This is an optimization exercise on Yosys and OpenROAD, whose aim is a short achievable clock period and few clock cycles, not a production implementation.
In this exercise RTL edits were held to simulation tests only and were not proved equivalent to the original.
Power figures rest on the tool's default switching activity, not on a simulated workload.

===== flow/run.sh =====
#!/bin/bash
# synth_recipe.tcl (not shown) runs the flow's synth.tcl, then flattens the netlist and writes it again
# the make line also repeats each setting of config.mk as NAME=value (left out here)
make -C /OpenROAD-flow-scripts/flow DESIGN_CONFIG=/design/flow/config.mk WORK_HOME=/design/flow/orfs CLKGATE_MAP_FILE= SYNTH_SCRIPT=/design/flow/synth_recipe.tcl finish

===== flow/config.mk =====
export PLATFORM = sky130hd
export DESIGN_NAME = MIPS_TOP
export DESIGN_NICKNAME = MIPS_TOP
export VERILOG_FILES = /design/flow/design.v
export SDC_FILE = /design/flow/constraint.sdc
export NUM_CORES = 8
export LEC_CHECK = 0
export CAP_MARGIN = 30
export CORE_MARGIN = 2
export CORE_UTILIZATION = 40
export SETUP_SLACK_MARGIN = 0.4
export SLEW_MARGIN = 30

===== flow/constraint.sdc =====
create_clock -name core_clock -period 10.5 [get_ports {clk}]
set_input_delay 2.1000 -clock core_clock [delete_from_list [all_inputs] [get_ports {clk}]]
set_output_delay 2.1000 -clock core_clock [all_outputs]
set_load 0.01 [all_outputs]

===== flow/design.v =====
module Adder_MIPS
  #(parameter adder_width = 32 )
  (
  input wire  [adder_width - 1 : 0] adder_in1,adder_in2,
  output wire [adder_width - 1 : 0] adder_out
  );
assign adder_out = adder_in1 + adder_in2 ;
endmodule
module MUX_MIPS
  #(parameter mux_width = 32 )
  (
  input wire                      sel,
  input wire  [mux_width - 1 : 0] mux_in1,mux_in2,
  output wire [mux_width - 1 : 0] mux_out
  );
assign mux_out = (sel) ? mux_in2 : mux_in1 ;
endmodule
module Sign_extend
  #(parameter sign_ex_width_out = 32 ,
              sign_ex_width_in  = sign_ex_width_out/2  )
  (
  input wire  [sign_ex_width_in - 1 : 0]      sign_ex_in,
  output wire [sign_ex_width_out - 1 : 0]     sign_ex_out
  );
assign sign_ex_out = {{16{sign_ex_in[sign_ex_width_in-1]}},sign_ex_in};
endmodule
module Shift_Left2_MIPS
  #(parameter shifting_width = 32 )
  (
  input wire  [shifting_width - 1 : 0]    shift_in,
  output wire [shifting_width - 1 : 0]    shift_out
  );
assign shift_out = (shift_in << 2);
endmodule
module PC_MIPS 
#(parameter pc_width = 32)(
  input wire                  clk,rst,
  input wire [pc_width-1:0]   pc_in,
  output reg [pc_width-1:0]   pc_out
);
always @(posedge clk,negedge rst)
  begin
    if(!rst)
      begin
        pc_out <= 'b0;
      end
    else 
      begin
        pc_out <= pc_in;
      end
  end
endmodule 
module Register_File_MIPS
#(parameter reg_add_width  = 5 , 
            reg_width      = 32 ,
            reg_depth      = 32
  )
 (
  input wire                              clk,rst,
  input wire                              wr_en_rf,
  input wire  [reg_add_width - 1 : 0]     rd_add_rf1,rd_add_rf2,wr_add_rf,
  input wire  [reg_width - 1 : 0]         wrd_rf,
  output wire [reg_width - 1 : 0]         rdd1_rf,
  output wire [reg_width - 1 : 0]         rdd2_rf
);
reg [reg_width - 1 : 0 ] reg_file [reg_depth -  1 : 0];
integer i;
always @(posedge clk,negedge rst)
  begin
    if(!rst)
      begin
        for (i=0; i<reg_depth; i=i+1)
          begin
            reg_file[i] <= 'b0;
          end
      end
    else if (wr_en_rf)
      begin
        reg_file[wr_add_rf] <= wrd_rf;
      end
  end
assign rdd1_rf = (rd_add_rf1 != 0)? reg_file[rd_add_rf1] : 'b0;
assign rdd2_rf = (rd_add_rf2 != 0)? reg_file[rd_add_rf2] : 'b0;
endmodule 
module ALU_MIPS
  #(parameter alu_width     = 32 ,
              alu_con_width = 3  )
  (
  input wire  [alu_width - 1 : 0]     srca,srcb,
  input wire  [alu_con_width - 1 : 0] alu_con,
  output wire                         zero_flag,
  output reg  [alu_width - 1 : 0]     alu_res
  );
always @*
  begin
    case (alu_con)
      'b000   : alu_res = srca & srcb ;
      'b001   : alu_res = srca | srcb ;
      'b110   : alu_res = srca - srcb ;
      'b111   : alu_res = {{(alu_width-1){1'b0}}, ($signed(srca) < $signed(srcb))} ;
      default : alu_res = srca + srcb ;
    endcase
  end
assign zero_flag = (alu_res == 'b0) ;
endmodule
module Control_Unit_MIPS
#(parameter opcode_width    = 6 ,
            function_width  = 6 ,
            alu_con_width   = 3 ,
            alu_op_width    = 2
            )
(
  input wire                            zero_flag,
  input wire [opcode_width - 1 : 0]     opcode,
  input wire [function_width - 1 : 0]   funct,
  output reg [alu_con_width - 1 : 0]    alu_con,
  output reg                            pc_src,
  output reg                            mem_to_reg,
  output reg                            mem_wr,
  output reg                            alu_src,
  output reg                            reg_dst,
  output reg                            reg_wr,
  output reg                            jump
  );
reg [alu_op_width - 1 : 0] alu_op ;
reg                        branch ;
always @*
  begin
  alu_op     = 'b00;
  mem_to_reg = 1'b0;
  mem_wr     = 1'b0;               
  branch     = 1'b0;
  alu_src    = 1'b0;
  reg_dst    = 1'b0;
  reg_wr     = 1'b0;
  jump       = 1'b0;
    case (opcode)
      'b00_0000 : 
                  begin
                    alu_op     = 'b10;
                    reg_dst    = 1'b1;
                    reg_wr     = 1'b1;
                  end
      'b10_0011 :  
                  begin
                    reg_wr     = 1'b1;
                    mem_to_reg = 1'b1;
                    alu_src    = 1'b1;
                  end
      'b10_1011 :  
                  begin
                    alu_src    = 1'b1;
                    mem_wr     = 1'b1;
                  end
      'b00_0100 :  
                  begin
                    alu_op     = 'b01;
                    branch     = 1'b1;  
                  end
      'b00_1000 :  
                  begin
                    alu_src    = 1'b1;
                    reg_wr     = 1'b1;
                  end
      'b00_0010 :  
                  begin
                    jump       = 1'b1; 
                  end
      default :  
                  begin
                    alu_op     = 'b00;
                    mem_to_reg = 1'b0;
                    mem_wr     = 1'b0;               
                    branch     = 1'b0;
                    alu_src    = 1'b0;
                    reg_dst    = 1'b0;
                    reg_wr     = 1'b0;
                    jump       = 1'b0;
                  end
   endcase
 end
 always @*
    begin 
      case (alu_op)
        'b00 :
           begin
             alu_con = 'b010 ;
           end
        'b01 :
           begin
             alu_con = 'b110 ;
           end
        'b10 :
           begin
             case (funct)
               'b10_0000 : 
                  begin
                     alu_con = 'b010 ;
                  end
                'b10_0010 : 
                  begin
                     alu_con = 'b110 ;
                  end
                'b10_0100 : 
                  begin
                     alu_con = 'b000 ;
                  end
                'b10_0101 : 
                  begin
                     alu_con = 'b001 ;
                  end
                'b10_1010 : 
                  begin
                     alu_con = 'b111 ;
                  end
                default : 
                  begin
                     alu_con = 'b010 ;
                  end
                endcase
              end
        default : 
          begin
            alu_con = 'b010;         
          end
      endcase
    end
  always @*
    begin
      pc_src = zero_flag & branch ;
    end
endmodule
module Data_Path_MIPS
#(parameter alu_con_width      = 3  ,
            alu_width          = 32 ,
            Ins_mem_width      = 32 ,
            pc_width           = 32 ,
            mem_width          = 32 ,
            mux_width          = 32 ,
            reg_add_width      = 5  , 
            reg_width          = 32 ,
            reg_depth          = 32 
            )
            (
  input wire                            clk,rst,
  input wire [Ins_mem_width - 1 : 0]    instr,
  input wire [mem_width - 1 : 0]        rdd_mem,
  input wire [alu_con_width - 1 : 0]    alu_con,
  input wire                            pc_src,
  input wire                            mem_to_reg,
  input wire                            alu_src,
  input wire                            reg_dst,
  input wire                            reg_wr,
  input wire                            jump,
  output wire                           zero_flag,
  output wire [pc_width - 1 : 0]        pc,
  output wire [alu_width - 1 : 0]       alu_res,
  output wire [mem_width - 1 : 0]       wrd_mem
  );
  wire [pc_width - 1 : 0]              pcplus4 ;
  wire [pc_width - 1 : 0]              pcbranch ;
  wire [pc_width - 1 : 0]              first_mux_out ;
  wire [pc_width - 1 : 0]              sec_mux_out ;
  wire [Ins_mem_width - 1 : 0]         signlmm ;
  wire [pc_width - 1 : 0]              sl_jump_out ;
  wire [pc_width - 1 : 0]              pc_branch_in1 ;
  wire [reg_add_width - 1 : 0]         wrd_reg ;
  wire [reg_width - 1 : 0]             srca ; 
  wire [reg_width - 1 : 0]             srcb ;  
  wire [mem_width - 1 : 0]             res ; 
  MUX_MIPS #(.mux_width(mux_width)) first_pc_mux(
  .sel(pc_src),
  .mux_in1(pcplus4),
  .mux_in2(pcbranch),
  .mux_out(first_mux_out)
  );
  Shift_Left2_MIPS #(.shifting_width(pc_width)) sl2_jump(
  .shift_in(instr[25:0]),
  .shift_out(sl_jump_out)
  );
  MUX_MIPS #(.mux_width(mux_width)) sec_pc_mux(
  .sel(jump),
  .mux_in1(first_mux_out),
  .mux_in2({pcplus4 [31 : 28], sl_jump_out[27:0]}),
  .mux_out(sec_mux_out)
  );
  PC_MIPS #(.pc_width( pc_width )) pc_block(
  .clk(clk),
  .rst(rst),
  .pc_in(sec_mux_out),
  .pc_out(pc)
  );
  Adder_MIPS #(.adder_width( pc_width )) pcplus4_adder (
  .adder_in1(pc),
  .adder_in2('b100),
  .adder_out(pcplus4)
  );
  Sign_extend #(.sign_ex_width_out( pc_width))Sign_ex(
  .sign_ex_in( instr[15:0]),
  .sign_ex_out(signlmm)
  );
  Shift_Left2_MIPS #(.shifting_width(pc_width)) sl2_pc_branch(
  .shift_in(signlmm),
  .shift_out(pc_branch_in1)
  );
  Adder_MIPS #(.adder_width( pc_width )) pcbranch_adder (
  .adder_in1(pc_branch_in1),
  .adder_in2(pcplus4),
  .adder_out(pcbranch)
  );
  MUX_MIPS #(.mux_width(reg_add_width)) reg_dst_mux(
  .sel(reg_dst),
  .mux_in1(instr[20:16]),
  .mux_in2(instr[15:11]),
  .mux_out(wrd_reg)
  );
  Register_File_MIPS #(.reg_add_width(reg_add_width),
                      .reg_width(reg_width),
                      .reg_depth(reg_depth)) rf(
  .clk(clk),
  .rst(rst),
  .wr_en_rf(reg_wr),
  .rd_add_rf1(instr[25:21]),
  .rd_add_rf2(instr[20:16]),
  .wr_add_rf(wrd_reg),
  .wrd_rf(res),
  .rdd1_rf(srca),
  .rdd2_rf(wrd_mem)
  );
   MUX_MIPS #(.mux_width(reg_width)) srcb_alu(
  .sel(alu_src),
  .mux_in1(wrd_mem),
  .mux_in2(signlmm),
  .mux_out(srcb)
  );
  ALU_MIPS #(.alu_width(reg_width),
             .alu_con_width(alu_con_width)) alu_block(
  .srca(srca),
  .srcb(srcb),
  .alu_con(alu_con),
  .zero_flag(zero_flag),
 . alu_res(alu_res)
  );
 MUX_MIPS #(.mux_width(mem_width)) memreg_mux(
  .sel(mem_to_reg),
  .mux_in1(alu_res),
  .mux_in2(rdd_mem),
  .mux_out(res)
  );
  endmodule
module MIPS_TOP
#(parameter 
            opcode_width       = 6 ,
            function_width     = 6 ,
            alu_op_width       = 2 ,
            alu_con_width      = 3  ,
            alu_width          = 32 ,
            pc_width           = 32 ,
            Ins_mem_width      = 32 ,
            Ins_mem_depth      = 256,
            mem_add_width      = 32 , 
            mem_width          = 32 ,
            mem_depth          = 256,
            mux_width          = 32 ,
            reg_add_width      = 5  , 
            reg_width          = 32 ,
            reg_depth          = 32 
            )
            (
   input wire                          clk,rst,
   output wire [pc_width - 1 : 0]      imem_addr,
   input wire  [Ins_mem_width - 1 : 0] imem_rdata,
   output wire [mem_add_width - 1 : 0] dmem_addr,
   output wire [mem_width - 1 : 0]     dmem_wdata,
   output wire                         dmem_we,
   input wire  [mem_width - 1 : 0]     dmem_rdata
  );
   wire [Ins_mem_width - 1 : 0]    instr;
   wire [mem_width - 1 : 0]        rdd_mem;
   wire [alu_con_width - 1 : 0]    alu_con;
   wire [opcode_width - 1 : 0]     opcode;
   wire [function_width - 1 : 0]   funct;
   wire                            pc_src;
   wire                            wr_en_mem;
   wire                            mem_to_reg;
   wire                            alu_src;
   wire                            reg_dst;
   wire                            reg_wr;
   wire                            jump;
   wire                            zero_flag;
   wire [pc_width - 1 : 0]         pc;
   wire [alu_width - 1 : 0]        alu_res;
   wire [mem_width - 1 : 0]        wrd_mem;
  Control_Unit_MIPS #(.alu_op_width(alu_op_width),
                      .function_width(function_width),
                      .opcode_width(opcode_width),
                      .alu_con_width(alu_con_width)) con_unit(
  .zero_flag(zero_flag),
  .opcode(instr[31:26]),
  .funct(instr[5:0]),
  .alu_con(alu_con),
  .pc_src(pc_src),
  .mem_to_reg(mem_to_reg),
  .mem_wr(wr_en_mem),
  .alu_src(alu_src),
  .reg_dst(reg_dst),
  .reg_wr(reg_wr),
  .jump(jump)                                  
   ); 
  assign instr      = imem_rdata ;
  assign rdd_mem    = dmem_rdata ;
  assign imem_addr  = pc ;
  assign dmem_addr  = alu_res ;
  assign dmem_wdata = wrd_mem ;
  assign dmem_we    = wr_en_mem ;
  Data_Path_MIPS #(.alu_con_width ( alu_con_width ),
                   .alu_width(alu_width),
                   .Ins_mem_width(Ins_mem_width),
                   .pc_width(pc_width),
                   .mem_width(mem_width),
                   .mux_width(mux_width),
                   .reg_add_width(reg_add_width),
                   .reg_width(reg_width),
                   .reg_depth(reg_depth)) DP_block(
.clk(clk),                   
.rst(rst),
.instr(instr),
.rdd_mem(rdd_mem),                   
.alu_con(alu_con),                   
.pc_src(pc_src),
.mem_to_reg(mem_to_reg),                   
.alu_src(alu_src),                   
.reg_dst(reg_dst),
.reg_wr(reg_wr),                   
.jump(jump),                   
.zero_flag(zero_flag),
.pc(pc),                   
.alu_res(alu_res),                   
.wrd_mem(wrd_mem)    
);
endmodule

==> summary.txt <==
status no timing/DRC/antenna violations; ys async rst share 1.00; mux contribution to synthesized area 0.0155; post-layout util 0.482; Post-synth EDFFs 0; final WL just over 300 mm; largest net degree at the start of global routing 146; period utilization 0.972; Comb pwr share 0.127; Final #Nets between 6000 and 7000; most common library cell in the layout ignoring fill and taps nand2_1; Max Cap Viol 0; CTS sink count 1022; Tightest Pin Transition 1.13 ns; number of buffers inserted by port buffering 160; Seq pwr share 0.431; Placeable Area 0.137 mm²; fin area 0.0660 mm²; TritonCTS clock tree yes; Final Slew Violations 0; Post-DP HPWL between 150 and 200 mm; # H-tree levels 3; worst slack, placed -0.187 ns; Synth Instances 6214; DRC viols 0; xor/xnor share of the synthesized area 0.00986; RePlAce Congestion 1.04; unrepaired setup endpoints after global routing no; Final Skew 0.0468 ns; Adder-Cell Fraction of Synth Area 0.0302; crit-path max FO 9; post-synthesis cell area 0.0551 mm²; number of setup violations in the final report 0; Seq cells post-synth 1022; power per cell area 144 mW/mm²; Clock Path Buffers 3; worst skew pair latency 0.78 ns; Die ar. 0.141 mm²; CP required 8.40 ns; mean post-synth cell area a little under 9 µm²; Die Height 375 µm; Yosys warning count 6; drt initial violations 10200; gr ovfl total 0; IO Count 163; Sw Share 0.275; Unique masters post-synth 85; initial antenna violation count 24; ys flop type dfrtp_1; Post-CTS Hold Fix Bufs 0; total CTS buffers 109; cell internal pwr 6.89 mW; crit path DAT 8.11 ns; Leak 28.4 nW; Seq/Total Area, Yosys 0.464; final worst slack 0.293 ns; via count a little under 60000; Placement Rows 136; CP Capture Type primary output; Crit Path Class in -> out; drt wl/cell 36.4 µm; number of global-route vias before repair 53100; layout cell share with drive strength beyond 1 0.139; net switching power 2.61 mW; Die X between 300 and 400 µm; Tot GR Track Use 0.418; drt pass-1 iters 10; Worst VDD drop 0.000130 V; Clk network pwr share 0.442; placement-stage cell area approximately 0.061 mm²; fin crit period 10.21 ns; root buf cell clkbuf_16; startpoint type of the worst setup path input port; total power 9.51 mW; Final ANT Viol Nets 0; commonest non-fill, non-tap cells in the layout nand2_1 (1057), o21ai_0 (1024), dfrtp_1 (1022); Vias/cell 6.98; Fin Hold WS about 0.51 ns; fmax 98.0 MHz; combinational family with the most area after synthesis compound AO/OA/AOI/OAI gates; Synth Area in Compound Gates 0.281; Synth Area in Simple Gates 0.152; Synth-to-Final Area Change 19.9%; Clk pin slew, worst setup/hold paths 0.06 ns; FILL cells ~13000; max_slew headroom 0.243; Final Hold Violating Endpoints 0; Worst Hold Class reg -> reg; Starting Density 0.402; first-pass GRT wire length 419 mm
==> worst max-delay path: stages <==
cell,delay [ns]
dlygate4sd2_1,0.36
nor2_1,0.36
nand2_2,0.20
buf_4,0.19
nor2_4,0.41
buf_4,0.35
buf_4,0.34
a22o_1,0.25
a221oi_1,0.07
nand3_1,0.10
or3_1,0.38
o21ai_0,0.33
ha_1,0.36
nor2_1,0.10
mux2i_1,0.18
or3_1,0.56
nor3_1,0.44
a21o_1,0.38
clkdlybuf4s50_1,0.60
==> state kept, by name, indices dropped and copies added, names as in the netlist <==
signal and count:
DP_block.pc_block.pc_out 30, DP_block.rf.reg_file 992
==> logic make-up after synthesis <==
family | Yosys count
mux | 81
other cells | 1
xor+xnor | 62
compound gates | 2363
buf+inv | 677
simple gates | 1877
fa+ha+maj | 131
flops | 1022
==> power groups by stage <==
stage / clock [mW] / combinational (mW) / sequential [mW]
2_1_floorplan: 0 / 0.611 / 4.16
3_3_place_gp: 0 / 1.15 / 4.16
3_5_place_dp: 0 / 1.15 / 4.17
4_1_cts: 4.20 / 1.17 / 4.09
5_1_grt: 4.37 / 1.30 / 4.10
6_report: 4.20 / 1.21 / 4.10
==> timing repair <==
action,4_1_cts,5_1_grt
buffers inserted,35,8
resized for setup,57,47
pin swaps,17,5
endpoints found under the setup margin,19,19
cloned,0,0
==> cells in the mapped netlist, types with 7 or more instances <==
library cell / count / share of area
nand2_1: 1065 / 0.073
nor3_1: 65 / 0.0059
o211ai_1: 25 / 0.0034
dfrtp_1: 1022 / 0.46
nand4_1: 83 / 0.0094
and2_1: 11 / 0.0012
a21o_1: 27 / 0.0037
a22o_1: 144 / 0.023
nand3_1: 216 / 0.020
xnor2_1: 37 / 0.0059
nand3b_1: 7 / 0.00095
nor3b_1: 7 / 0.00095
o21ai_1: 7 / 0.00064
a21oi_1: 110 / 0.010
a221oi_1: 153 / 0.024
o21bai_1: 10 / 0.0014
o221ai_1: 13 / 0.0021
buf_2: 14 / 0.0013
inv_1: 105 / 0.0072
and3_1: 18 / 0.0020
nor4_1: 9 / 0.0010
a22oi_1: 619 / 0.084
o31ai_1: 16 / 0.0022
clkbuf_1: 511 / 0.035
o21ai_0: 1037 / 0.094
a31oi_1: 18 / 0.0020
or4_1: 62 / 0.0085
ha_1: 128 / 0.029
or3_1: 29 / 0.0033
buf_1: 42 / 0.0029
xor2_1: 25 / 0.0040
a211oi_1: 33 / 0.0045
mux2_2: 34 / 0.0070
mux2i_1: 47 / 0.0085
nor2_1: 204 / 0.014
a222oi_1: 64 / 0.012
o21a_1: 17 / 0.0023
or2_2: 32 / 0.0036
nor2b_1: 26 / 0.0030
nand2b_1: 23 / 0.0026
==> metrics by stage <==
step | cells | setup TNS (ns)
final | 8277 | 0
after global routing | 8270 | 0
after CTS | 8256 | 0
after detailed placement | 8019 | -0.502
after global placement | 8011 | -0.336
after floorplan | 6215 | 0
==> final timing paths <==
kind	from	endpoint	slack, ns	depth (start not counted)
min	DP_block.rf.reg_file[26][16]	DP_block.rf.reg_file[26][16]	0.51	2
max reg2reg	DP_block.rf.reg_file[11][1]	DP_block.pc_block.pc_out[7]	3.39	26
min reg2reg	DP_block.rf.reg_file[26][16]	DP_block.rf.reg_file[26][16]	0.51	2
min in group asynchronous	rst	DP_block.rf.reg_file[15][28]	1.34	1
max	imem_rdata[16]	dmem_addr[0]	0.29	19
max in group asynchronous	rst	DP_block.rf.reg_file[9][26]	6.94	3
==> per-layer routing <==
layer | vias up | GRT usage | share of wire
met4 | 21 | 0.227 | 0.074
met3 | 1510 | 0.182 | 0.16
met5 | - | 0.00926 | 0.00067
met1 | 27800 | 0.536 | 0.37
met2 | 5103 | 0.588 | 0.40
li1 | 23300 | - | -
==> area by class of cell <==
| cell class | count | area (µm²) | share of cell area |
|---|---|---|---|
| antenna | 7 | 17.5 | 0.000265 |
| clock buffer | 145 | 3030 | 0.0459 |
| clock inverter | 57 | 812 | 0.0123 |
| inverter | 106 | 398 | 0.00603 |
| multi-input combinational | 4516 | 28000 | 0.423 |
| sequential | 1022 | 25600 | 0.387 |
| tap | 1794 | 2240 | 0.0340 |
| timing repair buffer | 630 | 6000 | 0.0908 |
Testbench counts, summed over its fixed seeds: cycles 67,299.

afterwards: timing with drivers on the ports:
Ports are ideal in the flow. The routed layout listed here was re-timed in OpenROAD.
Step 1 assumes that a clkbuf_16 drives the clock port and a buf_2 every other input.
Step 2 adds t to the input delays and takes it off the output delays; t is the mean of the earliest and latest rising clock arrival at the registers after step 1. Input paths then give back, and output paths get back, about the clock's delay inside the block.
Slacks: no drivers / after step 1 / after step 2; pairs: no drivers / after step 1.
t (ns): 0.840
setup WS [ns]: 0.293 / 0.272 / 0.272
hold WS [ns]: 0.510 / 0.510 / 0.510
latest minus earliest clock arrival (ns): 0.047 / 0.046
After both steps this run still meets setup and hold. The setup slack of this run moves by -0.021 ns with the drivers and by -0.021 ns with both steps.
